Background: an optimization exercise with open tools, aiming at small area. Do not read the settings as production practice.
RTL that was checked went through simulation tests only; none was proved equivalent to the original.
No functional check of the RTL was part of runs 2 to 9.
Power is estimated from default activity; no workload was simulated. The flow treats the clock pin as an ideal source, which a real chip does not have.

File: flow/flow/run.sh
#!/bin/bash
# Own layout flow: the standard synthesis, then the combinational logic is
# re-mapped with a stronger ABC script (every register instance is kept as
# it is), then the standard layout with custom clock-tree options.
set -euo pipefail
W=$(pwd)
F=$W/flow
R=$W/orfs/results/$FLOW_PLATFORM/uart_caesar_decoder/base
PLAT=$FLOW_HOME/platforms/$FLOW_PLATFORM
LIB=$PLAT/lib/sky130_fd_sc_hd__tt_025C_1v80.lib

# 1. standard synthesis
bash standard.sh synth > $W/log_1_synth.log 2>&1

# 2. re-map the combinational logic; flip-flops stay as they are
cp $R/1_2_yosys.v $W/std_1_2_yosys.v
DU=$(sed -n '/DONT_USE_CELLS/,/^$/p' $PLAT/config.mk | grep -o 'sky130_fd_sc_hd__[a-z0-9_]*' | sed 's/^/-dont_use /' | tr '\n' ' ')
yosys -l $W/log_2_resyn.log -p "
read_liberty -ignore_miss_func $LIB
blackbox sky130_fd_sc_hd__df* sky130_fd_sc_hd__edf* sky130_fd_sc_hd__sdf* sky130_fd_sc_hd__dl*
read_verilog $W/std_1_2_yosys.v
hierarchy -top $FLOW_TOP
flatten
opt -purge
abc -liberty $LIB $DU -script $F/resyn.abc
opt_clean -purge
hilomap -singleton -hicell sky130_fd_sc_hd__conb_1 HI -locell sky130_fd_sc_hd__conb_1 LO
opt_clean -purge
tee -o $W/resyn_stat.txt stat -liberty $LIB
write_verilog -noattr -nohex -nodec $W/resyn_1_2_yosys.v
" > /dev/null
cp $W/resyn_1_2_yosys.v $R/1_2_yosys.v
rm -f $R/1_synth.odb $R/1_synth.sdc

# 3. layout
export CTS_ARGS="${CTS_ARGS_OVERRIDE:--sink_clustering_enable -repair_clock_nets -sink_clustering_size 30 -sink_clustering_max_diameter 100 -dont_use_dummy_load}"
bash standard.sh finish > $W/log_3_layout.log 2>&1
File: flow/flow/resyn.abc
strash
dc2
dch -f
amap -m
topo
File: flow/standard.sh
#!/bin/bash
# synth_recipe.tcl (not shown) runs the flow's synth.tcl, then flattens the netlist and writes it again
# the make line also repeats each setting of config.mk as NAME=value (left out here)
make -C /OpenROAD-flow-scripts/flow DESIGN_CONFIG=/design/flow/config.mk WORK_HOME=/design/flow/orfs CLKGATE_MAP_FILE= SYNTH_SCRIPT=/design/flow/synth_recipe.tcl "${@:-finish}"
File: flow/config.mk
export PLATFORM = sky130hd
export DESIGN_NAME = uart_caesar_decoder
export DESIGN_NICKNAME = uart_caesar_decoder
export VERILOG_FILES = /design/flow/design.v
export SDC_FILE = /design/flow/constraint.sdc
export NUM_CORES = 8
export LEC_CHECK = 0
export CAP_MARGIN = 30
export CORE_MARGIN = 2
export CORE_UTILIZATION = 30
export SLEW_MARGIN = 20
File: flow/constraint.sdc
create_clock -name core_clock -period 20.0 [get_ports {clk}]
set_input_delay 4.0000 -clock core_clock [delete_from_list [all_inputs] [get_ports {clk}]]
set_output_delay 4.0000 -clock core_clock [all_outputs]
set_load 0.01 [all_outputs]
File: flow/design.v
module uart_rx #(parameter CLK_FREQ = 50000000, parameter BAUD_RATE = 9600)(
    input  wire       clk, rst_n, rx,
    output reg  [7:0] data,
    output wire       done
);
    localparam integer CLKS_PER_BIT = CLK_FREQ / BAUD_RATE;
    localparam integer HALF_BIT = CLKS_PER_BIT / 2;
    localparam IDLE=0, START=1, DATA=2, STOP=3;
    reg       rx_sync, rx_reg;
    reg [1:0] state;
    reg [5:0] cnt;
    reg [2:0] bit_index;
    wire last = (cnt == CLKS_PER_BIT-1);
    assign done = (state == STOP) && last;
    always @(posedge clk) begin
        rx_sync <= rx;
        rx_reg  <= rx_sync;
    end
    always @(posedge clk) begin
        if (state == DATA && last) data <= {rx_reg, data[7:1]};
    end
    always @(posedge clk or negedge rst_n) begin
        if (!rst_n) begin
            state <= IDLE;
            bit_index <= 0;
        end else begin
            case (state)
                IDLE:  if (!rx_reg) state <= START;
                START: if (cnt == HALF_BIT) state <= rx_reg ? IDLE : DATA;
                DATA:  if (last) begin
                           bit_index <= bit_index + 1;
                           if (bit_index == 7) state <= STOP;
                       end
                STOP:  if (last) state <= IDLE;
            endcase
        end
    end
    always @(posedge clk) begin
        if (state == IDLE || (state == START && cnt == HALF_BIT) || last) cnt <= 0;
        else cnt <= cnt + 1;
    end
endmodule
module uart_tx #(parameter CLK_FREQ = 50000000, parameter BAUD_RATE = 9600)(
    input  wire       clk, rst_n,
    output wire       tx,
    input  wire [7:0] data,
    input  wire       start,
    output wire       idle
);
    localparam integer CLKS_PER_BIT = CLK_FREQ / BAUD_RATE;
    reg [5:0] cnt;
    reg [3:0] bit_index;    
    wire last = (cnt == CLKS_PER_BIT-1);
    assign idle = (bit_index == 10);
    assign tx = !(bit_index == 1 || (bit_index >= 2 && bit_index <= 9 && !data[bit_index-2]));
    always @(posedge clk or negedge rst_n) begin
        if (!rst_n) bit_index <= 10;
        else if (start) bit_index <= 15;
        else if (bit_index == 15) bit_index <= 0;
        else if (bit_index != 10 && last) bit_index <= bit_index + 1;
    end
    always @(posedge clk) begin
        if (bit_index == 15 || last) cnt <= 0;
        else cnt <= cnt + 1;
    end
endmodule
module uart_caesar_decoder (
    input  wire       clk,         
    input  wire       rst_n,       
    input  wire       uart_rx,     
    output wire       uart_tx,     
    output wire [3:0] leds         
);
    parameter CLK_FREQ  = 50000000;  
    parameter BAUD_RATE = 1000000;
    wire [7:0] rx_data;
    wire       rx_done;
    wire       tx_idle;
    reg  [7:0] tx_data;
    wire       issue;
    uart_rx #(.CLK_FREQ(CLK_FREQ), .BAUD_RATE(BAUD_RATE)) uart_receiver (
        .clk(clk), .rst_n(rst_n), .rx(uart_rx), .data(rx_data), .done(rx_done));
    uart_tx #(.CLK_FREQ(CLK_FREQ), .BAUD_RATE(BAUD_RATE)) uart_transmitter (
        .clk(clk), .rst_n(rst_n), .tx(uart_tx), .data(tx_data), .start(issue), .idle(tx_idle));
    localparam S_WAIT_SHIFT = 0;
    localparam S_WAIT_MSG   = 1;
    localparam S_DECODE     = 2;
    localparam S_SEND       = 3;
    reg  [1:0] state;
    reg        avail;         
    reg  [7:0] shift;
    reg  [6:0] msg_len;
    reg  [6:0] index;
    reg        overflow_flag;
    reg        active;        
    reg [21:0] blink;
    always @(posedge clk or negedge rst_n)
        if (!rst_n) blink <= 22'h3fffff;
        else        blink <= blink + 1;
    assign leds = active ? (4'b0001 << blink[21:20]) : 4'b0000;
    reg  [511:0] ring;
    wire         slot = (blink[5:0] == index[5:0]);
    wire [4:0] low   = rx_data[4:0];
    wire       alpha = (rx_data[7:6] == 2'b01) && (low != 0) && (low <= 26);
    wire [7:0] dec   = alpha ? (rx_data - shift + ((low <= shift) ? 8'd26 : 8'd0)) : rx_data;
    wire is_digit = (rx_data >= "0" && rx_data <= "9");
    wire newline  = (rx_data == 8'h0A);
    wire write = (state == S_WAIT_MSG) && avail && !newline && !msg_len[6] && slot;
    wire take  = ((state == S_WAIT_SHIFT) && avail) ||
                 ((state == S_WAIT_MSG) && avail && (newline || msg_len[6] || slot));
    assign issue = (state == S_SEND) && tx_idle;
    always @(posedge clk)
        ring <= {ring[503:0], write ? dec : ring[511:504]};
    always @(posedge clk or negedge rst_n) begin
        if (!rst_n) begin
            state  <= S_WAIT_SHIFT;
            avail  <= 0;
            active <= 0;
        end else begin
            active <= (state != S_WAIT_SHIFT);
            if (take) avail <= 0;
            else if (rx_done) avail <= 1;
            case (state)
                S_WAIT_SHIFT: if (avail) state <= S_WAIT_MSG;
                S_WAIT_MSG:   if (avail && newline) state <= S_DECODE;
                S_DECODE:     if (overflow_flag || index == msg_len) state <= S_SEND;
                S_SEND:       if (tx_idle && (overflow_flag ? index != 0 : index == msg_len))
                                  state <= S_WAIT_SHIFT;
            endcase
        end
    end
    always @(posedge clk) begin
        if (rx_done && (state == S_DECODE || state == S_SEND || (state == S_WAIT_SHIFT && !avail)))
            shift <= is_digit ? {4'd0, rx_data[3:0]} : rx_data;
        case (state)
            S_WAIT_SHIFT: begin
                msg_len <= 0;
                index <= 0;
                overflow_flag <= 0;
            end
            S_WAIT_MSG: begin
                if (avail) begin
                    if (newline) index <= 0;
                    else if (msg_len[6]) overflow_flag <= 1;
                    else if (slot) begin
                        msg_len <= msg_len + 1;
                        index <= index + 1;
                    end
                end
            end
            S_DECODE: begin
                if (overflow_flag || index == msg_len) index <= 0;
                else index <= index + 1;
            end
            S_SEND: begin
                if (tx_idle) begin
                    if (overflow_flag) index <= 1;
                    else if (index != msg_len) index <= index + 1;
                end
            end
        endcase
        if (issue) begin
            if (overflow_flag) tx_data <= (index == 0) ? "!" : 8'h0A;
            else if (index == msg_len) tx_data <= 8'h0A;
        end else if (state == S_SEND && !overflow_flag && index != 0 && slot)
            tx_data <= ring[7:0];
    end
endmodule
==> results.tsv, run 1 <==
stage	metric	value	unit
worst_hold_path	worst hold start	ring[484]	
setup_path	crit-path most repeated cell	clkinv_1	
clock_network	Resized Gates After CTS	0	
route	top sig layer	met4	
setup_path	crit-path leading delay family	compound AO/OA/AOI/OAI gates	
clock_network	Clk Latency, worst-skew pair	0.55	ns
timing	setup violators final	0	
clock_network	htree depth	1	
setup_path	Crit Reg-Reg Endpoint	blink[21]	
clock_network	Reg clk slew, reported paths	0.10	ns
route	vias	6496	
final_layout	max reg flops	512	
setup_path	r2r startpoint	blink[0]	
outcome	status	no timing/DRC/antenna violations	
route	routed metal-1 wire length	9530	um
timing	Least-Margin Pin Slew	0.891	ns
yosys	mapped cell area	0.0145	mm2
clock_network	CTS buffer count	23	
die	Initial Util	0.304	
pwr	Comb power frac	0.041	
die	die area	0.0503	mm2
setup_path	CP max stage delay	0.60	ns
worst_hold_path	Hold Path End	ring[492]	
yosys	Synth Net Count	991	
pwr	part of the power in registers	0.675	
global_routing	initial antenna violation count	0	
route	Initial DRC Count	369	
global_routing	GR Overflow Total	0	
worst_hold_path	WHS Path Cells	0	
timing	clock skew after layout	0.0327	ns
global_routing	vias in the first global route	6388	
die	die width	224	um
timing	Hold Vio Cnt, Final	0	
pwr	clock power share	0.283	
pwr	VDD IR max	0.0649	mV
die	chip height	224	um
worst_hold_path	Hold/Removal Path Class	register to register	
final_layout	share of cells above drive strength 1	0.0508	
global_routing	GR Util All Layers	0.0734	
pwr	P_sw	379	uW
route	post-route ant nets	0	
final_layout	biggest registers after layout	ring x512, blink x22	
setup_path	CP Class	register to primary output	
global_routing	first-pass GRT wire length	30900	um
global_routing	largest net degree at the start of global routing	36	
place	GPL Wtd Cong	0.764	
timing	Final min period	7.00	ns
clock_network	Setup Fix Bufs, Post-CTS	0	
die	IO Count	8	
timing	RSZ-0062 raised after global routing	false	
route	1st-pass router iterations	4	
final_layout	ANT cells	0	
timing	Slew Viols, Final	0	
final_layout	Most flops, register	ring	
route	routed length on met2	7060	um
route	routed wire length	17700	um
place	DP HPWL	10700	um
final_layout	most frequent cells in the layout	dfxtp_1 (526), nor2_1 (119), clkinv_1 (62)	
pwr	switching share of power	0.206	
timing	period utilization	0.350	
final_layout	Non-Filler Instances	1638	
setup_path	CP startpoint kind	register	
job	Max Cap Violations	0	
setup_path	WP data arrival	3.00	ns
clock_network	# clock sinks	600	
setup_path	crit path cell chain	clkinv_1 > o21ai_0 > clkinv_1 > a222oi_1 > o311ai_0 > clkdlybuf4s50_1	
setup_path	Critical-path top delay cell	dfstp_2	
clock_network	CTS Buffer Depth	3	
setup_path	Setup crit end kind	primary output	
final_layout	most common cell after layout, fill and taps aside	dfxtp_1	
pwr	Power Total	1.84	mW
yosys	Avg Synthesized Cell Area	14.7	um2
yosys	cells after synthesis	988	
pwr	P_leak	6.03	nW
route	WL met3	719	um
route	DRC Markers	0	
pwr	Cell Pwr Density	115	mW/mm2
final_layout	Area Growth Syn to Fin	9.96	%
setup_path	CP required	16.00	ns
clock_network	CTS tree	built	
timing	Fmax	0.143	GHz
yosys	synth warn	3	
clock_network	Hold Buf Count CTS	0	
setup_path	internal reg-to-reg setup slack	16.45	ns
clock_network	clock root buffer	clkbuf_16	
die	FP Rows	80	
final_layout	nets@finish	1028	
timing	Max-Slew Margin vs Limit	0.400	
place	port buffer count	7	
timing	final hold slack	0.312	ns
route	via/cell ratio	3.97	
setup_path	WP buf/inv	3	
route	drt wl/cell	10.8	um
setup_path	R2R depth	19	
timing	Sum Neg Setup Slack	0	ns
setup_path	Crit Path Max Fanout	6	
place	Cells after DPL	1614	
pwr	Int Pwr	1.46	mW
die	total core area	0.0478	mm2
final cells by class:
class                           count  area [um2]
Tap cell                          615         769
Timing Repair Buffer               12         103
Inverter                           62         233
Multi-Input combinational cell    326        1710
Sequential cell                   600       12600
Clock buffer                       23         576
Fill cell                        4615       31900
worst register-to-register path, delay by kind of cell, from the launching register on:
kind,cells,cell delay (ns)
and+or+nand+nor,14,2.40
DFF,1,0.56
buffers and inverters,4,0.39
AOI/OAI and AO/OA,1,0.12
worst max path at each step:
stage / slack (ns) / endpoint / cells after the start / start
6_report: 13.00 / uart_tx / 6 / uart_transmitter.bit_index[1]
4_1_cts: 12.93 / uart_tx / 5 / uart_transmitter.bit_index[1]
5_1_grt: 12.74 / uart_tx / 6 / uart_transmitter.bit_index[1]
3_5_place_dp: 13.55 / uart_tx / 6 / uart_transmitter.bit_index[1]
2_1_floorplan: 14.35 / uart_tx / 5 / uart_transmitter.bit_index[1]
3_3_place_gp: 13.53 / uart_tx / 5 / uart_transmitter.bit_index[1]
through the flow:
stage,util,worst slack [ns],cell area (um2)
after floorplan,-,14.35,14500
after global placement,0.322,13.53,15400
after detailed placement,0.322,13.55,15400
after CTS,0.334,12.93,16000
after global routing,0.334,12.74,16000
final,0.334,13.00,16000
power by group through the flow:
stage	sequential, mW	combinational [mW]	clock (mW)
6_report	1.24	0.0756	0.522
5_1_grt	1.25	0.0870	0.589
4_1_cts	1.24	0.0741	0.545
3_5_place_dp	1.27	0.0739	0
3_3_place_gp	1.27	0.0723	0
2_1_floorplan	1.27	0.0560	0
metal layers:
layer / GRT usage / vias up
met1: 0.107 / 3061
met5: 0 / -
met3: 0.0169 / 26
met2: 0.108 / 95
met4: 0.0201 / 0
li1: - / 3314
==> run 2: changes to the inputs <==
--- a/flow/design.v
+++ b/flow/design.v
@@ -105,9 +105,9 @@
     wire [7:0] dec   = alpha ? (rx_data - shift + ((low <= shift) ? 8'd26 : 8'd0)) : rx_data;
     wire is_digit = (rx_data >= "0" && rx_data <= "9");
     wire newline  = (rx_data == 8'h0A);
-    wire write = (state == S_WAIT_MSG) && avail && !newline && !msg_len[6] && slot;
+    wire write = (state == S_WAIT_MSG) && avail && !newline && !index[6] && slot;
     wire take  = ((state == S_WAIT_SHIFT) && avail) ||
-                 ((state == S_WAIT_MSG) && avail && (newline || msg_len[6] || slot));
+                 ((state == S_WAIT_MSG) && avail && (newline || index[6] || slot));
     assign issue = (state == S_SEND) && tx_idle;
     always @(posedge clk)
         ring <= {ring[503:0], write ? dec : ring[511:504]};
@@ -134,18 +134,17 @@
             shift <= is_digit ? {4'd0, rx_data[3:0]} : rx_data;
         case (state)
             S_WAIT_SHIFT: begin
-                msg_len <= 0;
                 index <= 0;
                 overflow_flag <= 0;
             end
             S_WAIT_MSG: begin
                 if (avail) begin
-                    if (newline) index <= 0;
-                    else if (msg_len[6]) overflow_flag <= 1;
-                    else if (slot) begin
-                        msg_len <= msg_len + 1;
-                        index <= index + 1;
+                    if (newline) begin
+                        msg_len <= index;
+                        index <= 0;
                     end
+                    else if (index[6]) overflow_flag <= 1;
+                    else if (slot) index <= index + 1;
                 end
             end
             S_DECODE: begin
--- a/flow/flow/run.sh
+++ b/flow/flow/run.sh
@@ -33,5 +33,7 @@
 rm -f $R/1_synth.odb $R/1_synth.sdc
 
 # 3. layout
-export CTS_ARGS="${CTS_ARGS_OVERRIDE:--sink_clustering_enable -repair_clock_nets -sink_clustering_size 30 -sink_clustering_max_diameter 100 -dont_use_dummy_load}"
+export CTS_ARGS="-sink_clustering_enable -repair_clock_nets -sink_clustering_size 30 -sink_clustering_max_diameter 100 -dont_use_dummy_load"
+if [[ -f $F/cts_args ]]; then export CTS_ARGS="$(cat $F/cts_args)"; fi
+if [[ -f $F/extra_env ]]; then set -a; source $F/extra_env; set +a; fi
 bash standard.sh finish > $W/log_3_layout.log 2>&1
==> flow/flow/cts_args (new file) <==
-sink_clustering_enable -repair_clock_nets -sink_clustering_size 35 -sink_clustering_max_diameter 80 -dont_use_dummy_load
==> results.tsv, run 2 <==
stage	metric	value	unit
final_layout	most frequent cells in the layout	dfxtp_1 (526), nor2_1 (125), clkinv_1 (56)	
route	1st-pass router iterations	4	
clock_network	Resized Gates After CTS	0	
die	FP Rows	80	
route	routed wire length	17200	um
clock_network	Reg clk slew, reported paths	0.12	ns
die	die area	0.0500	mm2
global_routing	met1 capacity usage during global routing	0.102	
final_layout	biggest registers after layout	ring x512, blink x22	
final_layout	nets@finish	1020	
timing	Fmax	0.157	GHz
clock_network	CTS buffer count	21	
die	IO Count	8	
setup_path	r2r startpoint	uart_receiver.data[1]	
clock_network	Setup Fix Bufs, Post-CTS	0	
clock_network	Hold Buf Count CTS	0	
clock_network	htree depth	1	
timing	period utilization	0.318	
place	GPL Wtd Cong	0.803	
pwr	P_leak	5.98	nW
timing	Slew Viols, Final	0	
worst_hold_path	Hold/Removal Path Class	register to register	
final_layout	Area Growth Syn to Fin	9.63	%
yosys	synth warn	3	
global_routing	M2 GR Usage	0.101	
setup_path	CP Class	register to primary output	
place	port buffer count	7	
setup_path	Crit Reg-Reg Endpoint	ring[6]	
global_routing	initial antenna violation count	1	
setup_path	Setup crit end kind	primary output	
final_layout	Most flops, register	ring	
global_routing	met3 Use GR	0.0169	
setup_path	R2R depth	19	
setup_path	CP endpoint	uart_tx	
die	total core area	0.0476	mm2
final_layout	max reg flops	512	
place	DP HPWL	10700	um
timing	Max-Slew Margin vs Limit	0.459	
clock_network	# clock sinks	600	
setup_path	CP startpoint kind	register	
route	post-route ant nets	0	
final_layout	FILL cells	4623	
yosys	mapped cell area	0.0145	mm2
setup_path	WP data arrival	2.35	ns
timing	Final min period	6.35	ns
final_layout	most common cell after layout, fill and taps aside	dfxtp_1	
clock_network	Clk Latency, worst-skew pair	0.56	ns
route	DRC Markers	0	
route	vias	6342	
job	Max Cap Violations	0	
timing	RSZ-0062 raised after global routing	false	
yosys	Synth Net Count	986	
place	Post-Place Setup Slack	14.24	ns
global_routing	GR Overflow Total	0	
timing	slack of the critical path	13.65	ns
final_layout	multi-input logic area	0.00167	mm2
yosys	cells after synthesis	983	
setup_path	Crit Path Max Fanout	7	
global_routing	largest net degree at the start of global routing	36	
setup_path	CP required	16.00	ns
route	Initial DRC Count	382	
route	via/cell ratio	3.89	
global_routing	first-pass GRT wire length	28800	um
final_layout	share of cells above drive strength 1	0.0483	
yosys	Avg Synthesized Cell Area	14.7	um2
global_routing	vias in the first global route	6017	
pwr	VDD IR max	0.0746	mV
timing	Hold Vio Cnt, Final	0	
die	Initial Util	0.304	
timing	Least-Margin Pin Slew	0.809	ns
route	drt wl/cell	10.6	um
clock_network	clock root buffer	clkbuf_16	
outcome	status	no timing/DRC/antenna violations	
clock_network	CTS tree	built	
timing	Sum Neg Setup Slack	0	ns
clock_network	CTS Buffer Depth	3	
timing	setup violators final	0	
timing	clock skew after layout	0.0426	ns
final_layout	Reg area	0.0126	mm2
die	die width	224	um
global_routing	GR Util All Layers	0.0693	
global_routing	GRT Max-Usage Layer	met1	
setup_path	internal reg-to-reg setup slack	16.15	ns
pwr	Cell Pwr Density	110	mW/mm2
setup_path	CP startpoint	uart_transmitter.bit_index[1]	
die	chip height	224	um
-- run 2: final cells by class --
| type | instances | area share |
|---|---|---|
| Sequential cell | 600 | 0.794 |
| Multi-Input combinational cell | 327 | 0.105 |
| Tap cell | 615 | 0.0485 |
| Clock buffer | 21 | 0.0331 |
| Inverter | 56 | 0.0132 |
| Timing Repair Buffer | 11 | 0.00615 |
| Antenna cell | 1 | 0.000158 |
-- run 2: worst max-delay path: stages, from the launching register on --
cell             delay [ns]
dfstp_2                0.61
clkinv_1               0.11
nor2_1                 0.11
o21ai_0                0.08
o221ai_1               0.19
o2111ai_1              0.17
clkdlybuf4s50_1        0.53
-- run 2: stage by stage --
step	instances	hold slack [ns]	utilization	power [mW]	instance area, um2
floorplan	983	0.310	-	1.26	14500
detailed placement	1609	0.312	0.322	1.27	15300
CTS	1630	0.295	0.333	1.76	15900
finish	1631	0.292	0.333	1.74	15900
global placement	1608	0.310	0.322	1.27	15300
global route	1630	0.303	0.333	1.81	15900
-- run 2: how the worst min path moves through the flow --
stage,start,end,cells past startpoint
finish,ring[283],ring[291],0
global route,ring[283],ring[291],0
CTS,ring[283],ring[291],0
detailed placement,ring[156],ring[164],0
global placement,ring[59],ring[67],0
floorplan,ring[92],ring[100],0
-- run 2: power breakdown --
group | switching [mW] | internal [mW]
Combinational | 0.0110 | 0.00769
Clock | 0.311 | 0.191
Sequential | 0.00713 | 1.21
-- run 2: routing by layer --
| layer | vias up | part of all wire |
|---|---|---|
| met5 | - | 0 |
| met4 | 0 | 0.018 |
| met3 | 28 | 0.041 |
| met2 | 82 | 0.40 |
| met1 | 2957 | 0.54 |
| li1 | 3275 | - |
==> run 3: changes to the inputs <==
==> flow/flow/cts_args (replaced) <==
-sink_clustering_enable -repair_clock_nets -dont_use_dummy_load
==> results.tsv, run 3 <==
stage	metric	value	unit
outcome	status	no timing/DRC/antenna violations	
final_layout	most frequent cells in the layout	dfxtp_1 (526), nor2_1 (125), clkinv_1 (56)	
worst_hold_path	WHS Path Cells	0	
setup_path	CP Class	register to primary output	
clock_network	Setup Fix Bufs, Post-CTS	0	
timing	setup violators final	0	
final_layout	nets@finish	1049	
final_layout	final core utilization	0.348	
worst_hold_path	Hold/Removal Path Class	register to register	
global_routing	GR Util All Layers	0.0746	
clock_network	CTS tree	built	
pwr	P_sw	380	uW
route	routed wire length	17900	um
pwr	P_leak	6.34	nW
timing	clock skew after layout	0.0696	ns
die	die width	224	um
final_layout	FILL cells	4548	
clock_network	CTS buffer count	50	
pwr	clock power share	0.392	
timing	period utilization	0.317	
route	vias	6539	
timing	Fmax	0.158	GHz
final_layout	Reg area	0.0126	mm2
setup_path	Setup crit end kind	primary output	
global_routing	vias in the first global route	6430	
setup_path	Crit Reg-Reg Endpoint	ring[6]	
place	GPL Wtd Cong	0.803	
setup_path	WP data arrival	2.35	ns
route	post-route ant nets	0	
timing	Hold Vio Cnt, Final	0	
route	drt wl/cell	10.8	um
global_routing	GR Overflow Total	0	
timing	Max-Slew Margin vs Limit	0.458	
worst_hold_path	Hold Path End	ring[238]	
clock_network	Resized Gates After CTS	0	
global_routing	initial antenna violation count	1	
pwr	Int Pwr	1.66	mW
clock_network	htree depth	2	
pwr	VDD IR max	0.0834	mV
worst_hold_path	worst hold start	ring[230]	
route	via/cell ratio	3.94	
place	Cells after DPL	1609	
yosys	cells after synthesis	983	
final_layout	Area Growth Syn to Fin	14.6	%
clock_network	Reg clk slew, reported paths	0.06	ns
global_routing	largest net degree at the start of global routing	36	
setup_path	CP required	16.00	ns
clock_network	Hold Buf Count CTS	0	
clock_network	Clk Latency, worst-skew pair	0.58	ns
place	DP HPWL	10700	um
setup_path	Crit Path Max Fanout	7	
die	FP Rows	80	
pwr	part of the power in registers	0.599	
die	Initial Util	0.304	
timing	RSZ-0062 raised after global routing	false	
timing	Final min period	6.35	ns
pwr	Cell Pwr Density	123	mW/mm2
timing	Least-Margin Pin Slew	0.810	ns
setup_path	r2r startpoint	uart_receiver.data[1]	
pwr	Comb power frac	0.009	
pwr	switching share of power	0.186	
route	DRC Markers	0	
route	1st-pass router iterations	4	
setup_path	CP startpoint kind	register	
timing	Slew Viols, Final	0	
final_layout	most common cell after layout, fill and taps aside	dfxtp_1	
place	port buffer count	7	
clock_network	CTS Buffer Depth	3	
global_routing	first-pass GRT wire length	30600	um
timing	Sum Neg Setup Slack	0	ns
yosys	Synth Net Count	986	
yosys	Avg Synthesized Cell Area	14.7	um2
setup_path	internal reg-to-reg setup slack	16.13	ns
final_layout	biggest registers after layout	ring x512, blink x22	
die	total core area	0.0476	mm2
route	Initial DRC Count	335	
die	die area	0.0500	mm2
clock_network	# clock sinks	600	
final_layout	Non-Filler Instances	1660	
setup_path	R2R depth	19	
final_layout	multi-input logic area	0.00167	mm2
final_layout	Most flops, register	ring	
yosys	synth warn	3	
final_layout	max reg flops	512	
die	IO Count	8	
yosys	mapped cell area	0.0145	mm2
die	chip height	224	um
clock_network	clock root buffer	clkbuf_16	
job	Max Cap Violations	0	
final_layout	share of cells above drive strength 1	0.0747	
## run 3: cell count changes in the layout (fill, tap and decap cells not counted)
cell	delta
clkbuf_16	+29
## run 3: metal layers
metal  share of wire  vias to the layer above  GRT usage  routed length [um]
met5               0                        -          0                   0
met4           0.031                        0     0.0346                 549
met3           0.058                       51     0.0227                1030
met2            0.40                      121      0.106                7090
met1            0.52                     3026      0.104                9220
li1                -                     3341          -                   -
## run 3: final cells by class
type,count,area share
diodes,1,0.000151
inverters,56,0.0127
clock buffers,50,0.0754
repair buffers,11,0.00588
flip-flops and latches,600,0.759
multi-input cells,327,0.100
well taps,615,0.0463
## run 3: per-stage QoR
stage	setup slack, ns	power, mW	area [um2]	hold slack (ns)
floorplan	14.86	1.26	14500	0.310
global placement	14.27	1.27	15300	0.310
detailed placement	14.24	1.27	15300	0.312
CTS	13.61	2.07	16600	0.263
global route	13.46	2.12	16600	0.272
finish	13.65	2.04	16600	0.268
## run 3: critical path, stage by stage (launching register included)
cell,delay [ns]
dfstp_2,0.58
clkinv_1,0.11
nor2_1,0.11
o21ai_0,0.08
o221ai_1,0.20
o2111ai_1,0.17
clkdlybuf4s50_1,0.53
## run 3: worst max path at each step
stage | start | end | slack, ns | cells after the start
finish | uart_transmitter.bit_index[1] | uart_tx | 13.65 | 6
floorplan | uart_transmitter.bit_index[1] | uart_tx | 14.86 | 5
global placement | uart_transmitter.bit_index[1] | uart_tx | 14.27 | 6
detailed placement | uart_transmitter.bit_index[1] | uart_tx | 14.24 | 6
global route | uart_transmitter.bit_index[1] | uart_tx | 13.46 | 6
CTS | uart_transmitter.bit_index[1] | uart_tx | 13.61 | 6
## run 3: power by group through the flow
| stage | Clock (mW) | Combinational (mW) | Sequential, mW |
|---|---|---|---|
| 2_1_floorplan | 0 | 0.0142 | 1.25 |
| 3_3_place_gp | 0 | 0.0178 | 1.25 |
| 3_5_place_dp | 0 | 0.0191 | 1.25 |
| 4_1_cts | 0.830 | 0.0190 | 1.22 |
| 5_1_grt | 0.879 | 0.0220 | 1.22 |
| 6_report | 0.800 | 0.0187 | 1.22 |
==> run 4: changes to the inputs <==
==> flow/flow/extra_env (new file) <==
BUFFER_PORTS_ARGS="-buffer_cell sky130_fd_sc_hd__buf_1"
removed: flow/flow/cts_args
==> results.tsv, run 4 <==
stage	metric	value	unit
outcome	status	no timing/DRC/antenna violations	
clock_network	CTS buffer count	23	
setup_path	r2r startpoint	uart_receiver.data[1]	
pwr	Cell Pwr Density	111	mW/mm2
timing	Max-Slew Margin vs Limit	0.438	
worst_hold_path	worst hold start	ring[216]	
clock_network	clock root buffer	clkbuf_16	
clock_network	htree depth	1	
final_layout	Area Growth Syn to Fin	9.81	%
final_layout	Most flops, register	ring	
setup_path	CP Class	register to primary output	
clock_network	CTS Buffer Depth	3	
yosys	Synth Net Count	986	
setup_path	R2R depth	18	
place	DP HPWL	10500	um
route	drt wl/cell	10.6	um
die	chip height	224	um
setup_path	internal reg-to-reg setup slack	16.40	ns
pwr	P_leak	6.00	nW
route	vias	6387	
clock_network	CTS tree	built	
clock_network	# clock sinks	600	
route	post-route ant nets	0	
clock_network	Setup Fix Bufs, Post-CTS	0	
global_routing	GR Util All Layers	0.0707	
die	die width	224	um
worst_hold_path	Hold/Removal Path Class	register to register	
setup_path	Critical-path top delay cell	dfstp_2	
global_routing	largest net degree at the start of global routing	36	
timing	final hold slack	0.275	ns
final_layout	most common cell after layout, fill and taps aside	dfxtp_1	
setup_path	Setup crit end kind	primary output	
setup_path	Crit Path Max Fanout	7	
place	port buffer count	7	
yosys	mapped cell area	0.0145	mm2
die	die area	0.0500	mm2
worst_hold_path	Hold Path End	ring[224]	
place	GPL Wtd Cong	0.781	
setup_path	CP max stage delay	0.60	ns
route	routed wire length	17400	um
timing	Least-Margin Pin Slew	0.839	ns
worst_hold_path	WHS Path Cells	0	
timing	clock skew after layout	0.0796	ns
clock_network	Reg clk slew, reported paths	0.11	ns
pwr	VDD IR max	0.0665	mV
final_layout	max reg flops	512	
place	Post-Place Setup Slack	14.64	ns
die	FP Rows	80	
setup_path	WP buf/inv	2	
final_layout	share of cells above drive strength 1	0.0511	
timing	setup violators final	0	
setup_path	crit path cell chain	clkinv_1 > nor2_1 > o21ai_0 > o221ai_1 > o2111ai_1 > buf_1	
yosys	Avg Synthesized Cell Area	14.7	um2
die	total core area	0.0476	mm2
yosys	cells after synthesis	983	
job	Max Cap Violations	0	
final_layout	nets@finish	1022	
pwr	Power Total	1.77	mW
timing	Sum Neg Setup Slack	0	ns
timing	Final min period	5.98	ns
route	DRC Markers	0	
die	Initial Util	0.304	
timing	RSZ-0062 raised after global routing	false	
clock_network	Hold Buf Count CTS	0	
timing	Slew Viols, Final	0	
timing	Fmax	0.167	GHz
final_layout	biggest registers after layout	ring x512, blink x22	
die	IO Count	8	
setup_path	WP data arrival	1.98	ns
yosys	synth warn	3	
clock_network	Resized Gates After CTS	0	
timing	slack of the critical path	14.02	ns
setup_path	Crit Reg-Reg Endpoint	ring[6]	
timing	Hold Vio Cnt, Final	0	
setup_path	CP startpoint kind	register	
clock_network	Clk Latency, worst-skew pair	0.59	ns
final_layout	most frequent cells in the layout	dfxtp_1 (526), nor2_1 (125), clkinv_1 (56)	
final_layout	ANT cells	0	
route	Initial DRC Count	430	
setup_path	crit-path leading delay family	flip-flops	
global_routing	vias in the first global route	6033	
timing	period utilization	0.299	
global_routing	first-pass GRT wire length	29400	um
route	via/cell ratio	3.91	
global_routing	GR Overflow Total	0	
setup_path	CP required	16.00	ns
route	1st-pass router iterations	4	
global_routing	initial antenna violation count	0	
run 4: metrics by stage:
stage                     instance area, um2  utilization  cells
after floorplan                        14500            -    983
after global placement                 15300        0.321   1607
after detailed placement               15300        0.321   1608
after CTS                              15900        0.333   1631
after global routing                   15900        0.334   1632
final                                  15900        0.334   1632
run 4: power by group:
group | total (mW) | internal [mW] | switching (mW)
combinational | 0.0199 | 0.00787 | 0.0121
sequential | 1.22 | 1.21 | 0.00690
clock | 0.524 | 0.208 | 0.316
run 4: how the worst max path moves through the flow:
stage                                             start  cells after the start  slack, ns      end
after global placement    uart_transmitter.bit_index[1]                      6      14.68  uart_tx
final                     uart_transmitter.bit_index[1]                      6      14.02  uart_tx
after floorplan           uart_transmitter.bit_index[1]                      5      14.86  uart_tx
after global routing      uart_transmitter.bit_index[1]                      6      13.90  uart_tx
after CTS                 uart_transmitter.bit_index[1]                      6      13.99  uart_tx
after detailed placement  uart_transmitter.bit_index[1]                      6      14.64  uart_tx
run 4: area by class of cell:
cell class	count	area (um2)
Fill cell	4648	31700
Sequential cell	600	12600
Multi-Input combinational cell	327	1670
Tap cell	615	769
Clock buffer	23	576
Inverter	56	210
Timing Repair Buffer	11	75.1
run 4: per-layer routing:
layer / up-vias / GRT usage / wire (um)
li1: 3268 / - / -
met1: 3024 / 0.105 / 9390
met2: 62 / 0.101 / 6850
met3: 33 / 0.0165 / 706
met4: 0 / 0.0219 / 410
met5: - / 0 / 0
==> run 5: changes to the inputs <==
==> flow/flow/cts_args (new file) <==
-sink_clustering_enable -repair_clock_nets -sink_clustering_size 20 -sink_clustering_max_diameter 50 -dont_use_dummy_load -buf_list sky130_fd_sc_hd__clkbuf_8
removed: flow/flow/extra_env
==> results.tsv, run 5 <==
stage	metric	value	unit
timing	Fmax	0.157	GHz
setup_path	r2r startpoint	uart_receiver.data[1]	
clock_network	CTS buffer count	38	
outcome	status	no timing/DRC/antenna violations	
die	total core area	0.0476	mm2
timing	slack of the critical path	13.63	ns
clock_network	CTS tree	built	
die	die area	0.0500	mm2
final_layout	max reg flops	512	
timing	Sum Neg Setup Slack	0	ns
pwr	Cell Pwr Density	109	mW/mm2
die	IO Count	8	
route	DRC Markers	0	
timing	RSZ-0062 raised after global routing	false	
clock_network	Clk Latency, worst-skew pair	0.58	ns
die	Initial Util	0.304	
final_layout	Most flops, register	ring	
yosys	cells after synthesis	983	
setup_path	Setup crit end kind	primary output	
route	post-route ant nets	0	
die	FP Rows	80	
setup_path	WP data arrival	2.37	ns
final_layout	multi-input logic area	0.00167	mm2
worst_hold_path	Hold/Removal Path Class	register to register	
timing	Final min period	6.37	ns
worst_hold_path	Hold Path End	ring[242]	
place	Post-Place Setup Slack	14.24	ns
final_layout	biggest registers after layout	ring x512, blink x22	
pwr	Comb power frac	0.011	
job	Max Cap Violations	0	
clock_network	clock root buffer	clkbuf_8	
clock_network	htree depth	2	
die	die width	224	um
final_layout	most common cell after layout, fill and taps aside	dfxtp_1	
route	Initial DRC Count	364	
final_layout	share of cells above drive strength 1	0.0640	
setup_path	CP Class	register to primary output	
pwr	VDD IR max	0.0686	mV
timing	Max-Slew Margin vs Limit	0.467	
clock_network	Setup Fix Bufs, Post-CTS	0	
route	1st-pass router iterations	4	
setup_path	R2R depth	19	
clock_network	Hold Buf Count CTS	0	
global_routing	vias in the first global route	6217	
place	DP HPWL	10700	um
final_layout	most frequent cells in the layout	dfxtp_1 (526), nor2_1 (125), clkinv_1 (56)	
yosys	Synth Net Count	986	
final_layout	FILL cells	4652	
setup_path	Crit Reg-Reg Endpoint	ring[6]	
place	GPL Wtd Cong	0.803	
place	port buffer count	7	
pwr	P_sw	337	uW
yosys	mapped cell area	0.0145	mm2
route	via/cell ratio	3.88	
pwr	Int Pwr	1.39	mW
timing	setup violators final	0	
timing	period utilization	0.319	
timing	Slew Viols, Final	0	
timing	clock skew after layout	0.0871	ns
yosys	Avg Synthesized Cell Area	14.7	um2
global_routing	largest net degree at the start of global routing	36	
setup_path	internal reg-to-reg setup slack	16.13	ns
worst_hold_path	worst hold start	ring[234]	
yosys	synth warn	3	
clock_network	CTS Buffer Depth	3	
final_layout	Reg area	0.0126	mm2
timing	Hold Vio Cnt, Final	0	
worst_hold_path	WHS Path Cells	0	
pwr	switching share of power	0.194	
final_layout	Area Growth Syn to Fin	9.62	%
clock_network	# clock sinks	600	
setup_path	CP startpoint kind	register	
global_routing	GR Util All Layers	0.0718	
clock_network	Resized Gates After CTS	0	
clock_network	Reg clk slew, reported paths	0.11	ns
route	routed wire length	17500	um
setup_path	CP required	16.00	ns
global_routing	first-pass GRT wire length	29400	um
route	vias	6390	
global_routing	GR Overflow Total	0	
setup_path	Crit Path Max Fanout	7	
pwr	P_leak	5.99	nW
pwr	clock power share	0.283	
timing	Least-Margin Pin Slew	0.797	ns
global_routing	initial antenna violation count	1	
final_layout	nets@finish	1037	
route	drt wl/cell	10.6	um
pwr	part of the power in registers	0.706	
die	chip height	224	um
## run 5: worst max path at each step
stage,startpoint,end,slack [ns],cells after the start
5_1_grt,uart_transmitter.bit_index[1],uart_tx,13.41,6
4_1_cts,uart_transmitter.bit_index[1],uart_tx,13.57,6
6_report,uart_transmitter.bit_index[1],uart_tx,13.63,6
2_1_floorplan,uart_transmitter.bit_index[1],uart_tx,14.86,5
3_5_place_dp,uart_transmitter.bit_index[1],uart_tx,14.24,6
3_3_place_gp,uart_transmitter.bit_index[1],uart_tx,14.27,6
## run 5: area by class of cell
cell class,count,area share
Sequential cell,600,0.794
Multi-Input combinational cell,327,0.105
Tap cell,615,0.0485
Clock buffer,38,0.0329
Inverter,56,0.0132
Timing Repair Buffer,11,0.00615
Antenna cell,1,0.000158
## run 5: critical path: stages (launching register included)
cell and delay (ns):
dfstp_2 0.60, clkinv_1 0.11, nor2_1 0.11, o21ai_0 0.08
o221ai_1 0.20, o2111ai_1 0.18, clkdlybuf4s50_1 0.53
## run 5: through the flow
step / hold WS (ns) / area (um2) / total power [mW] / utilization / cells
global route: 0.254 / 15900 / 1.81 / 0.333 / 1647
global placement: 0.310 / 15300 / 1.27 / 0.322 / 1608
floorplan: 0.310 / 14500 / 1.26 / - / 983
detailed placement: 0.312 / 15300 / 1.27 / 0.322 / 1609
CTS: 0.267 / 15900 / 1.75 / 0.333 / 1647
finish: 0.262 / 15900 / 1.73 / 0.333 / 1648
## run 5: power by group through the flow
stage	Sequential, mW	Clock (mW)	Combinational [mW]
2_1_floorplan	1.25	0	0.0142
3_3_place_gp	1.25	0	0.0178
3_5_place_dp	1.25	0	0.0191
4_1_cts	1.22	0.514	0.0190
5_1_grt	1.22	0.560	0.0220
6_report	1.22	0.491	0.0186
## run 5: layer usage
metal	global-route usage	wire [um]	vias up
li1	-	-	3306
met1	0.102	9310	2943
met2	0.101	6840	109
met3	0.0206	954	32
met4	0.0308	405	0
met5	0	0	-
==> run 6: changes to the inputs <==
==> flow/flow/cts_args (replaced) <==
-sink_clustering_enable -repair_clock_nets -sink_clustering_size 18 -sink_clustering_max_diameter 60 -dont_use_dummy_load -buf_list sky130_fd_sc_hd__clkbuf_8
==> results.tsv, run 6 <==
stage	metric	value	unit
timing	slack of the critical path	13.63	ns
outcome	status	no timing/DRC/antenna violations	
worst_hold_path	worst hold start	ring[271]	
place	GPL Wtd Cong	0.803	
setup_path	r2r startpoint	uart_receiver.data[1]	
final_layout	Most flops, register	ring	
yosys	Avg Synthesized Cell Area	14.7	um2
setup_path	CP required	16.00	ns
place	port buffer count	7	
timing	Slew Viols, Final	0	
timing	Hold Vio Cnt, Final	0	
final_layout	most common cell after layout, fill and taps aside	dfxtp_1	
route	via/cell ratio	3.89	
final_layout	biggest registers after layout	ring x512, blink x22	
clock_network	CTS buffer count	39	
timing	RSZ-0062 raised after global routing	false	
setup_path	CP startpoint kind	register	
clock_network	CTS tree	built	
yosys	Synth Net Count	986	
final_layout	FILL cells	4612	
clock_network	Hold Buf Count CTS	0	
clock_network	Reg clk slew, reported paths	0.10	ns
route	1st-pass router iterations	4	
clock_network	Setup Fix Bufs, Post-CTS	0	
pwr	VDD IR max	0.0698	mV
clock_network	clock root buffer	clkbuf_8	
die	die width	224	um
yosys	synth warn	3	
global_routing	GR Util All Layers	0.0719	
clock_network	Resized Gates After CTS	0	
clock_network	# clock sinks	600	
worst_hold_path	Hold/Removal Path Class	register to register	
die	chip height	224	um
global_routing	vias in the first global route	6221	
final_layout	Area Growth Syn to Fin	9.71	%
global_routing	largest net degree at the start of global routing	36	
timing	clock skew after layout	0.0621	ns
route	drt wl/cell	10.6	um
final_layout	max reg flops	512	
yosys	mapped cell area	0.0145	mm2
global_routing	GR Overflow Total	0	
die	die area	0.0500	mm2
die	Initial Util	0.304	
clock_network	Clk Latency, worst-skew pair	0.59	ns
pwr	P_leak	6.00	nW
setup_path	CP Class	register to primary output	
timing	Max-Slew Margin vs Limit	0.468	
timing	Fmax	0.157	GHz
die	IO Count	8	
job	Max Cap Violations	0	
route	Initial DRC Count	323	
setup_path	WP data arrival	2.37	ns
global_routing	first-pass GRT wire length	29500	um
route	vias	6407	
timing	setup violators final	0	
place	Post-Place Setup Slack	14.24	ns
route	DRC Markers	0	
global_routing	initial antenna violation count	1	
clock_network	htree depth	2	
pwr	Cell Pwr Density	109	mW/mm2
final_layout	nets@finish	1038	
place	DP HPWL	10700	um
die	FP Rows	80	
clock_network	CTS Buffer Depth	3	
setup_path	Crit Path Max Fanout	7	
yosys	cells after synthesis	983	
final_layout	share of cells above drive strength 1	0.0649	
setup_path	CP startpoint	uart_transmitter.bit_index[1]	
route	post-route ant nets	0	
timing	Least-Margin Pin Slew	0.794	ns
die	total core area	0.0476	mm2
final_layout	most frequent cells in the layout	dfxtp_1 (526), nor2_1 (125), clkinv_1 (56)	
final_layout	final core utilization	0.333	
setup_path	Setup crit end kind	primary output	
timing	Sum Neg Setup Slack	0	ns
timing	Final min period	6.37	ns
timing	period utilization	0.319	
route	routed wire length	17500	um
## run 6: power breakdown
group	total (mW)	switching, mW	internal (mW)
clock network	0.496	0.319	0.176
registers	1.22	0.00725	1.21
logic	0.0186	0.0109	0.00769
## run 6: metal layers
metal  track usage  wire length [um]  vias up
li1              -                 -     3303
met1         0.102              9300     2972
met2         0.102              6830       92
met3        0.0198               947       40
met4        0.0329               473        0
met5             0                 0        -
## run 6: final timing paths
| kind | to | slack, ns | cells after the start |
|---|---|---|---|
| setup / recovery | uart_tx | 13.63 | 6 |
| hold / removal | ring[279] | 0.30 | 0 |
| setup reg to reg | ring[6] | 16.11 | 19 |
| hold reg to reg | ring[279] | 0.30 | 0 |
| max in group asynchronous | state[1] | 15.78 | 2 |
| min in group asynchronous | active | 3.83 | 2 |
## run 6: metrics by stage
step | hold slack [ns] | instances | total power, mW | instance area, um2
6_report | 0.299 | 1649 | 1.74 | 15900
5_1_grt | 0.296 | 1648 | 1.81 | 15900
4_1_cts | 0.306 | 1648 | 1.76 | 15900
3_5_place_dp | 0.312 | 1609 | 1.27 | 15300
3_3_place_gp | 0.310 | 1608 | 1.27 | 15300
2_1_floorplan | 0.310 | 983 | 1.26 | 14500
## run 6: layout make-up
type                    instances  area [um2]  area share
diodes                          1        2.50    0.000157
inverters                      56         210      0.0132
flip-flops and latches        600       12600       0.793
clock buffers                  39         537      0.0338
multi-input cells             327        1670       0.105
well taps                     615         769      0.0484
repair buffers                 11        97.6     0.00614
## run 6: critical path, stage by stage (launching register included)
cell and delay [ns]:
dfstp_2 0.60, clkinv_1 0.11, nor2_1 0.11, o21ai_0 0.08, o221ai_1 0.20, o2111ai_1 0.18, clkdlybuf4s50_1 0.53
==> run 7: changes to the inputs <==
==> flow/flow/cts_args (replaced) <==
-sink_clustering_enable -repair_clock_nets -sink_clustering_size 22 -sink_clustering_max_diameter 60 -dont_use_dummy_load -buf_list sky130_fd_sc_hd__clkbuf_8
==> results.tsv, run 7 <==
stage	metric	value	unit
outcome	status	no timing/DRC/antenna violations	
route	Initial DRC Count	379	
timing	Fmax	0.157	GHz
die	die area	0.0500	mm2
global_routing	GR Overflow Total	0	
global_routing	initial antenna violation count	1	
final_layout	Reg area	0.0126	mm2
route	vias	6402	
timing	final hold slack	0.285	ns
clock_network	CTS buffer count	34	
final_layout	share of cells above drive strength 1	0.0603	
clock_network	Clk Latency, worst-skew pair	0.59	ns
place	port buffer count	7	
clock_network	Reg clk slew, reported paths	0.11	ns
pwr	VDD IR max	0.0702	mV
job	Max Cap Violations	0	
global_routing	vias in the first global route	6191	
final_layout	max reg flops	512	
timing	Slew Viols, Final	0	
final_layout	most common cell after layout, fill and taps aside	dfxtp_1	
timing	period utilization	0.318	
die	FP Rows	80	
worst_hold_path	Hold/Removal Path Class	register to register	
yosys	synth warn	3	
final_layout	most frequent cells in the layout	dfxtp_1 (526), nor2_1 (125), clkinv_1 (56)	
final_layout	Non-Filler Instances	1644	
timing	RSZ-0062 raised after global routing	false	
die	IO Count	8	
die	Initial Util	0.304	
yosys	mapped cell area	0.0145	mm2
clock_network	CTS tree	built	
timing	Sum Neg Setup Slack	0	ns
final_layout	FILL cells	4645	
timing	Hold Vio Cnt, Final	0	
route	via/cell ratio	3.89	
timing	setup violators final	0	
pwr	Power Total	1.71	mW
setup_path	CP startpoint kind	register	
route	1st-pass router iterations	6	
clock_network	# clock sinks	600	
yosys	Avg Synthesized Cell Area	14.7	um2
global_routing	first-pass GRT wire length	29300	um
route	routed wire length	17400	um
global_routing	largest net degree at the start of global routing	36	
final_layout	biggest registers after layout	ring x512, blink x22	
final_layout	Area Growth Syn to Fin	9.24	%
clock_network	Setup Fix Bufs, Post-CTS	0	
global_routing	GR Util All Layers	0.0714	
die	chip height	224	um
timing	slack of the critical path	13.64	ns
die	die width	224	um
clock_network	Hold Buf Count CTS	0	
place	GPL Wtd Cong	0.803	
route	DRC Markers	0	
clock_network	htree depth	2	
place	Post-Place Setup Slack	14.24	ns
pwr	P_leak	5.96	nW
setup_path	Setup crit end kind	primary output	
setup_path	CP required	16.00	ns
timing	Final min period	6.36	ns
timing	clock skew after layout	0.0975	ns
timing	Max-Slew Margin vs Limit	0.458	
yosys	Synth Net Count	986	
final_layout	Most flops, register	ring	
setup_path	WP data arrival	2.36	ns
route	drt wl/cell	10.6	um
die	total core area	0.0476	mm2
clock_network	clock root buffer	clkbuf_8	
place	DP HPWL	10700	um
route	post-route ant nets	0	
timing	Least-Margin Pin Slew	0.810	ns
yosys	cells after synthesis	983	
setup_path	Crit Path Max Fanout	7	
clock_network	Resized Gates After CTS	0	
pwr	Cell Pwr Density	108	mW/mm2
clock_network	CTS Buffer Depth	3	
setup_path	CP Class	register to primary output	
place	Cells after DPL	1609	
final_layout	multi-input logic area	0.00167	mm2
final_layout	nets@finish	1033	
[run 7: layout make-up]
class,count,share of cell area
tap,615,0.0486
inverter,56,0.0133
sequential,600,0.797
clock buffer,34,0.0296
antenna,1,0.000158
multi-input combinational,327,0.105
timing repair buffer,11,0.00617
[run 7: path summary, 6_finish.rpt]
check | startpoint | to | slack, ns | depth (start not counted)
worst max-delay path | uart_transmitter.bit_index[1] | uart_tx | 13.64 | 6
worst min-delay path | ring[502] | ring[510] | 0.28 | 0
worst max register to register | uart_receiver.data[1] | ring[6] | 16.16 | 19
worst min register to register | ring[502] | ring[510] | 0.28 | 0
max in group asynchronous | rst_n | async pin | 15.74 | 2
min in group asynchronous | rst_n | active | 3.83 | 2
[run 7: layer usage]
| metal | track usage | part of all wire | wire length (um) |
|---|---|---|---|
| met3 | 0.0197 | 0.045 | 791 |
| met2 | 0.103 | 0.39 | 6840 |
| met4 | 0.0305 | 0.027 | 464 |
| met5 | 0 | 0 | 0 |
| met1 | 0.101 | 0.53 | 9310 |
[run 7: worst max-delay path, cell delays in order (launching register included)]
cell	delay [ns]
dfstp_2	0.60
clkinv_1	0.11
nor2_1	0.11
o21ai_0	0.08
o221ai_1	0.20
o2111ai_1	0.18
clkdlybuf4s50_1	0.54
[run 7: power breakdown]
part | total, mW | switching (mW) | internal (mW)
combinational | 0.0187 | 0.0110 | 0.00769
clock | 0.467 | 0.312 | 0.155
sequential | 1.22 | 0.00708 | 1.21
[run 7: stage by stage]
step | area (um2) | util
6_report | 15800 | 0.332
5_1_grt | 15800 | 0.332
4_1_cts | 15800 | 0.332
3_5_place_dp | 15300 | 0.322
3_3_place_gp | 15300 | 0.322
2_1_floorplan | 14500 | -
==> run 8: changes to the inputs <==
--- a/flow/config.mk
+++ b/flow/config.mk
@@ -7,5 +7,6 @@
 export LEC_CHECK = 0
 export CAP_MARGIN = 30
 export CORE_MARGIN = 2
-export CORE_UTILIZATION = 30
+export CORE_UTILIZATION = 50
+export PLACE_DENSITY = 0.75
 export SLEW_MARGIN = 20
==> results.tsv, run 8 <==
stage	metric	value	unit
place	port buffer count	7	
clock_network	CTS Buffer Depth	3	
final_layout	share of cells above drive strength 1	0.0594	
die	chip height	174	um
yosys	mapped cell area	0.0145	mm2
clock_network	Clk Latency, worst-skew pair	0.55	ns
yosys	Synth Net Count	986	
global_routing	vias in the first global route	6202	
route	drt wl/cell	12.4	um
route	vias	6441	
final_layout	Reg area	0.0126	mm2
die	die width	174	um
final_layout	FILL cells	2249	
pwr	Cell Pwr Density	110	mW/mm2
die	IO Count	8	
setup_path	Crit Path Max Fanout	7	
place	GPL Wtd Cong	0.850	
die	total core area	0.0286	mm2
job	Max Cap Violations	0	
global_routing	first-pass GRT wire length	29300	um
place	Cells after DPL	1377	
global_routing	GR Util All Layers	0.118	
worst_hold_path	Hold/Removal Path Class	register to register	
pwr	VDD IR max	0.0620	mV
clock_network	CTS tree	built	
final_layout	multi-input logic area	0.00167	mm2
final_layout	max reg flops	512	
die	die area	0.0303	mm2
setup_path	CP Class	register to primary output	
final_layout	most common cell after layout, fill and taps aside	dfxtp_1	
route	1st-pass router iterations	5	
clock_network	Reg clk slew, reported paths	0.12	ns
route	DRC Markers	0	
setup_path	WP data arrival	2.31	ns
global_routing	initial antenna violation count	1	
place	DP HPWL	10600	um
timing	Final min period	6.31	ns
clock_network	CTS buffer count	34	
yosys	Avg Synthesized Cell Area	14.7	um2
yosys	cells after synthesis	983	
final_layout	ANT cells	0	
timing	Slew Viols, Final	0	
final_layout	Non-Filler Instances	1411	
final_layout	Area Growth Syn to Fin	7.17	%
setup_path	CP startpoint kind	register	
final_layout	nets@finish	1032	
clock_network	clock root buffer	clkbuf_8	
route	Initial DRC Count	551	
timing	RSZ-0062 raised after global routing	false	
yosys	synth warn	3	
timing	Sum Neg Setup Slack	0	ns
clock_network	Setup Fix Bufs, Post-CTS	0	
timing	Max-Slew Margin vs Limit	0.462	
clock_network	htree depth	2	
die	Initial Util	0.506	
timing	clock skew after layout	0.0523	ns
outcome	status	no timing/DRC/antenna violations	
final_layout	biggest registers after layout	ring x512, blink x22	
final_layout	Most flops, register	ring	
die	FP Rows	62	
clock_network	Hold Buf Count CTS	0	
timing	period utilization	0.316	
pwr	P_leak	5.96	nW
clock_network	# clock sinks	600	
route	via/cell ratio	4.56	
route	routed wire length	17500	um
global_routing	largest net degree at the start of global routing	36	
global_routing	GR Overflow Total	0	
setup_path	CP required	16.00	ns
clock_network	Resized Gates After CTS	0	
timing	Hold Vio Cnt, Final	0	
timing	Least-Margin Pin Slew	0.802	ns
route	post-route ant nets	0	
setup_path	Setup crit end kind	primary output	
timing	Fmax	0.158	GHz
final_layout	most frequent cells in the layout	dfxtp_1 (526), nor2_1 (125), clkinv_1 (56)	
timing	setup violators final	0	
## run 8: path summary, 6_finish.rpt
check	from	end	slack [ns]	depth (start not counted)
max in group asynchronous	rst_n	uart_transmitter.bit_index[3]	15.72	2
max	uart_transmitter.bit_index[1]	uart_tx	13.69	6
min in group asynchronous	rst_n	active	3.87	2
min	ring[467]	ring[475]	0.30	0
min reg2reg	ring[467]	ring[475]	0.30	0
max reg2reg	uart_receiver.data[2]	ring[6]	16.26	18
## run 8: worst max-delay path: stages, from the launching register on
cell,delay [ns]
dfstp_2,0.60
clkinv_1,0.12
nor2_1,0.11
o21ai_0,0.11
o221ai_1,0.20
o2111ai_1,0.14
clkdlybuf4s50_1,0.51
## run 8: per-layer routing
layer	up-vias	share of wire	GRT usage
li1	3287	-	-
met1	2997	0.52	0.177
met2	111	0.40	0.168
met3	46	0.047	0.0245
met4	0	0.029	0.0462
met5	-	0	0
## run 8: where the power goes
part	leakage, nW	internal [mW]	switching [mW]
Combinational	0.709	0.00770	0.0110
Clock	0.244	0.155	0.312
Sequential	5.01	1.21	0.00705
Total	5.96	1.38	0.330
## run 8: through the flow
step	hold WS [ns]	total power, mW	instance area, um2	utilization	setup WS, ns
after global placement	0.310	1.27	15000	0.526	14.29
final	0.304	1.71	15500	0.542	13.69
after detailed placement	0.312	1.27	15100	0.526	14.28
after global routing	0.303	1.77	15500	0.542	13.50
after CTS	0.298	1.73	15500	0.542	13.68
after floorplan	0.310	1.26	14500	-	14.86
## run 8: final cells by class
cell class	instances	share of cell area
Timing Repair Buffer	10	0.00580
Clock buffer	34	0.0301
Tap cell	384	0.0310
Sequential cell	600	0.812
Multi-Input combinational cell	327	0.107
Inverter	56	0.0135
==> run 9: changes to the inputs <==
--- a/flow/design.v
+++ b/flow/design.v
@@ -5,38 +5,30 @@
 );
     localparam integer CLKS_PER_BIT = CLK_FREQ / BAUD_RATE;
     localparam integer HALF_BIT = CLKS_PER_BIT / 2;
-    localparam IDLE=0, START=1, DATA=2, STOP=3;
     reg       rx_sync, rx_reg;
-    reg [1:0] state;
+    reg [3:0] state;
     reg [5:0] cnt;
-    reg [2:0] bit_index;
     wire last = (cnt == CLKS_PER_BIT-1);
-    assign done = (state == STOP) && last;
+    assign done = (state == 15) && last;
     always @(posedge clk) begin
         rx_sync <= rx;
         rx_reg  <= rx_sync;
     end
     always @(posedge clk) begin
-        if (state == DATA && last) data <= {rx_reg, data[7:1]};
+        if (state >= 7 && state <= 14 && last) data <= {rx_reg, data[7:1]};
     end
     always @(posedge clk or negedge rst_n) begin
-        if (!rst_n) begin
-            state <= IDLE;
-            bit_index <= 0;
-        end else begin
-            case (state)
-                IDLE:  if (!rx_reg) state <= START;
-                START: if (cnt == HALF_BIT) state <= rx_reg ? IDLE : DATA;
-                DATA:  if (last) begin
-                           bit_index <= bit_index + 1;
-                           if (bit_index == 7) state <= STOP;
-                       end
-                STOP:  if (last) state <= IDLE;
-            endcase
+        if (!rst_n) state <= 0;
+        else if (state == 0) begin
+            if (!rx_reg) state <= 6;
+        end else if (last) begin
+            if (state == 6 && rx_reg) state <= 0;
+            else state <= state + 1;
         end
     end
     always @(posedge clk) begin
-        if (state == IDLE || (state == START && cnt == HALF_BIT) || last) cnt <= 0;
+        if (state == 0) cnt <= CLKS_PER_BIT-1 - HALF_BIT;
+        else if (last) cnt <= 0;
         else cnt <= cnt + 1;
     end
 endmodule
@@ -48,19 +40,19 @@
     output wire       idle
 );
     localparam integer CLKS_PER_BIT = CLK_FREQ / BAUD_RATE;
+    reg [3:0] state;
     reg [5:0] cnt;
-    reg [3:0] bit_index;    
     wire last = (cnt == CLKS_PER_BIT-1);
-    assign idle = (bit_index == 10);
-    assign tx = !(bit_index == 1 || (bit_index >= 2 && bit_index <= 9 && !data[bit_index-2]));
+    assign idle = (state == 0);
+    assign tx = state[3] ? data[state[2:0]] : (state != 7);
     always @(posedge clk or negedge rst_n) begin
-        if (!rst_n) bit_index <= 10;
-        else if (start) bit_index <= 15;
-        else if (bit_index == 15) bit_index <= 0;
-        else if (bit_index != 10 && last) bit_index <= bit_index + 1;
+        if (!rst_n) state <= 0;
+        else if (start) state <= 6;
+        else if (state != 0 && last) state <= state + 1;
     end
     always @(posedge clk) begin
-        if (bit_index == 15 || last) cnt <= 0;
+        if (start) cnt <= 6'h3f;
+        else if (last) cnt <= 0;
         else cnt <= cnt + 1;
     end
 endmodule
--- a/flow/config.mk
+++ b/flow/config.mk
@@ -7,6 +7,5 @@
 export LEC_CHECK = 0
 export CAP_MARGIN = 30
 export CORE_MARGIN = 2
-export CORE_UTILIZATION = 50
-export PLACE_DENSITY = 0.75
+export CORE_UTILIZATION = 30
 export SLEW_MARGIN = 20
==> results.tsv, run 9 <==
stage	metric	value	unit
setup_path	CP max stage delay	0.60	ns
setup_path	Crit Path Max Fanout	6	
die	Initial Util	0.305	
timing	Max-Slew Margin vs Limit	0.444	
timing	Slew Viols, Final	0	
global_routing	vias in the first global route	6231	
clock_network	CTS Buffer Depth	3	
route	via/cell ratio	3.94	
final_layout	most common cell after layout, fill and taps aside	dfxtp_1	
setup_path	crit path cell chain	clkinv_1 > nor2_1 > a22o_1 > a221oi_1 > a22oi_1 > nor2_1 > a31oi_1 > clkdlybuf4s50_1	
setup_path	CP startpoint	uart_transmitter.state[1]	
timing	Fmax	0.151	GHz
timing	setup violators final	0	
setup_path	CP Class	register to primary output	
route	post-route ant nets	0	
die	FP Rows	80	
yosys	mapped cell area	0.0145	mm2
clock_network	Hold Buf Count CTS	0	
worst_hold_path	Hold Path End	ring[455]	
setup_path	WP buf/inv	2	
die	die width	224	um
clock_network	htree depth	2	
job	Max Cap Violations	0	
setup_path	CP required	16.00	ns
setup_path	crit-path leading delay family	buffers and inverters	
final_layout	most frequent cells in the layout	dfxtp_1 (526), nor2_1 (115), clkinv_1 (69)	
pwr	Cell Pwr Density	110	mW/mm2
clock_network	Reg clk slew, reported paths	0.11	ns
setup_path	crit-path most repeated cell	nor2_1	
die	chip height	224	um
worst_hold_path	WHS Path Cells	0	
setup_path	Crit Reg-Reg Endpoint	ring[7]	
setup_path	Critical-path top delay cell	clkdlybuf4s50_1	
timing	period utilization	0.331	
yosys	cells after synthesis	1001	
setup_path	R2R depth	22	
final_layout	Reg area	0.0126	mm2
worst_hold_path	worst hold start	ring[447]	
final_layout	ANT cells	0	
timing	Least-Margin Pin Slew	0.827	ns
setup_path	Setup crit end kind	primary output	
route	Initial DRC Count	347	
route	drt wl/cell	10.4	um
clock_network	CTS tree	built	
final_layout	biggest registers after layout	ring x512, blink x22	
global_routing	largest net degree at the start of global routing	35	
global_routing	GR Util All Layers	0.0714	
clock_network	clock root buffer	clkbuf_8	
place	GPL Wtd Cong	0.774	
yosys	synth warn	3	
outcome	status	no timing/DRC/antenna violations	
final_layout	Most flops, register	ring	
clock_network	Setup Fix Bufs, Post-CTS	0	
pwr	P_leak	6.07	nW
clock_network	Resized Gates After CTS	0	
route	routed wire length	17300	um
timing	clock skew after layout	0.0587	ns
final_layout	Area Growth Syn to Fin	9.47	%
pwr	VDD IR max	0.0724	mV
final_layout	max reg flops	512	
setup_path	WP data arrival	2.62	ns
timing	slack of the critical path	13.38	ns
timing	RSZ-0062 raised after global routing	false	
route	DRC Markers	0	
die	total core area	0.0477	mm2
global_routing	first-pass GRT wire length	29900	um
clock_network	Clk Latency, worst-skew pair	0.55	ns
timing	Final min period	6.62	ns
setup_path	internal reg-to-reg setup slack	15.80	ns
final_layout	nets@finish	1054	
setup_path	critical path depth	8	
place	Post-Place Setup Slack	14.02	ns
final_layout	FILL cells	4585	
route	vias	6562	
clock_network	# clock sinks	599	
worst_hold_path	Hold/Removal Path Class	register to register	
final_layout	share of cells above drive strength 1	0.0610	
die	die area	0.0502	mm2
setup_path	CP startpoint kind	register	
timing	Hold Vio Cnt, Final	0	
timing	Sum Neg Setup Slack	0	ns
setup_path	r2r startpoint	uart_receiver.data[1]	
global_routing	GR Overflow Total	0	
final_layout	multi-input logic area	0.00171	mm2
yosys	Synth Net Count	1004	
yosys	Avg Synthesized Cell Area	14.5	um2
route	1st-pass router iterations	5	
place	DP HPWL	10400	um
clock_network	CTS buffer count	36	
place	port buffer count	7	
global_routing	initial antenna violation count	0	
die	IO Count	8	
run 9: area by class of cell:
| cell class | instances | area share |
|---|---|---|
| well taps | 615 | 0.0483 |
| repair buffers | 12 | 0.00660 |
| clock buffers | 36 | 0.0311 |
| inverters | 69 | 0.0163 |
| flip-flops and latches | 599 | 0.790 |
| multi-input cells | 333 | 0.107 |
run 9: per-layer routing:
| layer | global-route usage | up-vias | routed length [um] |
|---|---|---|---|
| met5 | 0 | - | 0 |
| li1 | - | 3344 | - |
| met3 | 0.0197 | 34 | 813 |
| met2 | 0.0989 | 88 | 6770 |
| met4 | 0.0282 | 0 | 465 |
| met1 | 0.104 | 3096 | 9270 |
run 9: worst max-delay path by stage:
stage / endpoint / slack, ns
finish: uart_tx / 13.38
global route: uart_tx / 13.27
CTS: uart_tx / 13.36
detailed placement: uart_tx / 14.02
global placement: uart_tx / 13.98
floorplan: uart_tx / 14.75
run 9: per-stage QoR:
stage / utilization / std cells / hold WS (ns) / area [um2] / power, mW
2_1_floorplan: - / 1001 / 0.310 / 14500 / 1.29
3_3_place_gp: 0.323 / 1627 / 0.310 / 15400 / 1.30
3_5_place_dp: 0.323 / 1628 / 0.312 / 15400 / 1.30
4_1_cts: 0.333 / 1664 / 0.271 / 15900 / 1.78
5_1_grt: 0.333 / 1664 / 0.268 / 15900 / 1.83
6_report: 0.333 / 1664 / 0.277 / 15900 / 1.75
run 9: worst reg2reg max path: stages (launching register included):
cell and delay, ns:
edfxtp_1 0.50, clkinv_1 0.15, nor2_1 0.07, nor2_1 0.17, clkinv_1 0.11, nor2_1 0.15, a21oi_1 0.09, nor3_1 0.20
o2111ai_1 0.20, a31oi_1 0.37, clkinv_1 0.19, o22ai_1 0.21, a21oi_1 0.12, o21bai_1 0.24, nor2_1 0.06, nor2_1 0.18
nor2_1 0.07, nor2_1 0.17, a22oi_1 0.14, nor2_1 0.19, nor3_1 0.07, or3_1 0.34, a31oi_1 0.17
run 9: where the power goes:
part           switching, mW  internal [mW]  total [mW]
clock                  0.314          0.164       0.477
sequential            0.0110           1.22        1.23
combinational         0.0279         0.0172      0.0451
total                  0.353           1.40        1.75

==> what the ideal ports hide <==
No port has a modelled driver above. Below, the same layouts with a new extraction and two added sets of constraints. Step 1, drivers: a clkbuf_16 drives clk and a buf_2 each remaining input, both assumed. Step 2 also shifts input and output timing later by t, the mid clock arrival at the registers, as if the neighbouring blocks saw the same clock. Slacks: no drivers / after step 1 / after step 2; pairs: no drivers / after step 1.
run | t, ns | slack for setup (ns) | latest minus earliest clock arrival (ns)
run 1 | 0.580 | 12.998 / 12.947 / 13.526 | 0.038 / 0.039
run 2 | 0.575 | 13.646 / 13.595 / 14.170 | 0.062 / 0.062
run 3 | 0.588 | 13.652 / 13.603 / 14.191 | 0.075 / 0.074
run 4 | 0.600 | 14.016 / 13.966 / 14.566 | 0.086 / 0.086
run 5 | 0.586 | 13.629 / 13.584 / 14.170 | 0.100 / 0.100
run 6 | 0.601 | 13.628 / 13.581 / 14.183 | 0.063 / 0.063
run 7 | 0.589 | 13.637 / 13.588 / 14.177 | 0.100 / 0.100
run 8 | 0.568 | 13.688 / 13.644 / 14.212 | 0.066 / 0.066
run 9 | 0.570 | 13.375 / 13.328 / 13.898 | 0.078 / 0.078
After both steps every run listed still meets setup and hold.
